Context: an optimization exercise on an open-source flow, tuned for small area. The choices shown serve that exercise and are no tape-out recipe. The RTL was checked by simulation tests, not by an equivalence proof against the original design. Power is estimated from default activity; no workload was simulated.

before:
==> flow/design.v (excerpt) <==
module salu(
      issue_source_reg1,
      issue_source_reg2,
      issue_dest_reg,
      issue_imm_value0,
      issue_imm_value1,
      issue_opcode,
      issue_wfid,
      issue_alu_select,
      exec_rd_exec_value,
      exec_rd_vcc_value,
      exec_rd_m0_value,
      exec_rd_scc_value,
      sgpr_source2_data,
      sgpr_source1_data,
      issue_instr_pc,
      exec_wr_exec_en,
      exec_wr_vcc_en,
      exec_wr_m0_en,
      exec_wr_scc_en,
      exec_wr_exec_value,
      exec_wr_vcc_value,
      exec_wr_m0_value,
      exec_wr_scc_value,
      exec_wr_wfid,
      exec_rd_en,
      exec_rd_wfid,
      sgpr_dest_data,
      sgpr_dest_addr,
      sgpr_dest_wr_en,
      sgpr_source2_addr,
      sgpr_source1_addr,
      sgpr_source1_rd_en,
      sgpr_source2_rd_en,
      issue_alu_ready,
      sgpr_instr_done_wfid,
      sgpr_instr_done,
      fetchwaveissue_branch_wfid,
      fetchwaveissue_branch_en,
      fetchwaveissue_branch_taken,
      fetch_branch_pc_value,
      tracemon_retire_pc,
      tracemon_exec_word_sel,
      tracemon_vcc_word_sel,
      clk,
      rst
 );
input clk;
input rst;
input issue_alu_select, exec_rd_scc_value;
input[5:0] issue_wfid;
input[11:0] issue_source_reg1, issue_source_reg2, issue_dest_reg;
input[15:0] issue_imm_value0;
input[31:0] issue_imm_value1, exec_rd_m0_value, issue_instr_pc, issue_opcode;
input[63:0] sgpr_source2_data, sgpr_source1_data,
            exec_rd_exec_value, exec_rd_vcc_value;
output exec_wr_exec_en, exec_wr_vcc_en, exec_wr_m0_en, exec_wr_scc_en,
  ...
Size: roughly 3400 cells after synthesis, ~510 flip-flops, about 34000 µm² of cells after synthesis.
clock: 11.0 ns
lec_check: 0
cap_margin: 20
core_margin: 2
core_utilization: 50
slew_margin: 20
synth_hierarchical: 1
synth_minimum_keep_size: 0
standard.sh (not shown) runs the stock make flow with config.mk's settings and CLKGATE_MAP_FILE= SYNTH_SCRIPT=/design/flow/synth_recipe.tcl, a recipe that flattens the netlist after the stock synthesis.
==> flow/flow/run.sh <==
#!/bin/bash
# The standard layout (standard.sh), with these changes to how it is made:
#  - ABC maps the logic with an area-oriented recipe (flow/abc_area_map.script)
#    in place of ORFS's speed recipe; everything else in synthesis is unchanged;
#  - the port buffers that global placement inserts use the smallest buffer;
#  - clock tree synthesis uses clkbuf_8 with smaller sink clusters and no
#    dummy loads.
# Each step's full log stays in orfs/logs/; make's own output goes to
# standard_make.log.
set -euo pipefail
here=$(pwd)
rm -rf "$here/scripts"
cp -r "$FLOW_HOME/scripts" "$here/scripts"
cp "$here/flow/abc_area_map.script" "$here/scripts/abc_speed.script"
export BUFFER_PORTS_ARGS="-buffer_cell sky130_fd_sc_hd__buf_1"
export CTS_ARGS="-sink_clustering_enable -repair_clock_nets -dont_use_dummy_load -buf_list sky130_fd_sc_hd__clkbuf_8 -sink_clustering_size 14 -sink_clustering_max_diameter 50"
bash standard.sh SCRIPTS_DIR="$here/scripts" finish > standard_make.log 2>&1
==> flow/flow/abc_area_map.script <==
&get -n
&st
&dch
&nf -a
&st
&syn2
&dch
&nf -a
&st
&syn2
&dch
&nf -a
&put
topo
stime -c
Modified inputs, after compared to before
# before
export LEC_CHECK = 0
export CAP_MARGIN = 20
export CORE_MARGIN = 2
export CORE_UTILIZATION = 50
export SLEW_MARGIN = 20
export SYNTH_HIERARCHICAL = 1
export SYNTH_MINIMUM_KEEP_SIZE = 0
create_clock -name core_clock -period 11.0 [get_ports {clk}]
# after
export LEC_CHECK = 0
export CAP_MARGIN = 20
export CORE_MARGIN = 2
export CORE_UTILIZATION = 60
export SLEW_MARGIN = 20
export SYNTH_HIERARCHICAL = 1
export SYNTH_MINIMUM_KEEP_SIZE = 0
create_clock -name core_clock -period 11.0 [get_ports {clk}]
[summary]
- Of after and before, it is after that has the lower slack of the worst reg-to-reg path.
- after against before; non-clock buffer count is up slightly.
- Critical path depth in after is 2 above before.
- Clock insertion delay at the later pin of the skew report delta for after relative to before: 0.03 ns lower
- Worst setup slack on after is behind before.
- For the routed wire length, after came in 2.6% lower than before did.

========
the reference run:
Starting RTL as in the previous note.
Settings: LEC_CHECK=0, CAP_MARGIN=20, CORE_MARGIN=2, CORE_UTILIZATION=35, SLEW_MARGIN=20, SYNTH_HIERARCHICAL=1, SYNTH_MINIMUM_KEEP_SIZE=0; clock period 11.0 ns.
Scripts as last shown in full above: flow/flow/run.sh, flow/flow/abc_area_map.script
The following lists how the trial run was set up differently from the reference run:
Settings: CORE_UTILIZATION changed from 35 to 50.
-- flow/flow/run.sh --
<<< the reference run, line 16
export CTS_ARGS="-sink_clustering_enable -repair_clock_nets -dont_use_dummy_load -buf_list sky130_fd_sc_hd__clkbuf_8 -sink_clustering_size 14 -sink_clustering_max_diameter 50"
>>> the trial run, line 16
export CTS_ARGS="-sink_clustering_enable -repair_clock_nets -dont_use_dummy_load -buf_list sky130_fd_sc_hd__clkbuf_8 -sink_clustering_size 18 -sink_clustering_max_diameter 60"
### Flow results
Non-clock buffer count went down by a few percent going from the reference run to the trial run. The met2 global-route usage of the trial run exceeds that of the reference run by 15 points. Taking the reference run as 1.0, the trial run lands at 0.70 on die area. Sort the reference run and the trial run by non-clock buffer area fraction after layout asc -> top: the trial run. Final period demand of the worst path ends up higher on the trial run. Sequential cell area in the final layout: the reference run vs the trial run, no meaningful difference. Clock insertion delay at the later pin of the skew report on the trial run is down relative to the reference run. Compared with the reference run, the trial run shows a power in combinational cells that is about 1% lower.

-- separate check: timing with driven ports --
In the flow no input, the clock included, has a driving cell. The finished layouts below were timed again as built, in two steps.
Step 1, drivers: a clkbuf_16 drives clk and a buf_2 each remaining input, both assumed.
Step 2 moves the port delays by t, midway between the first and last clock arrival at a register: inputs arrive t later, outputs are due t later. That takes back most of the time a late clock gives input paths.
Three values: no drivers, after step 1, after step 2; two values: the first two.
run	t, ns	setup slack, ns	latest minus earliest clock arrival (ns)	worst data-port slew with drivers (ns)
before	0.770	0.259 / 0.259 / 0.259	0.108 / 0.107	0.26
after	0.748	0.220 / 0.220 / 0.220	0.094 / 0.095	0.13
the reference run	0.772	0.520 / 0.520 / 0.520	0.123 / 0.123	0.25
the trial run	0.742	0.318 / 0.318 / 0.318	0.091 / 0.091	0.28
After both steps every run listed still meets setup and hold.
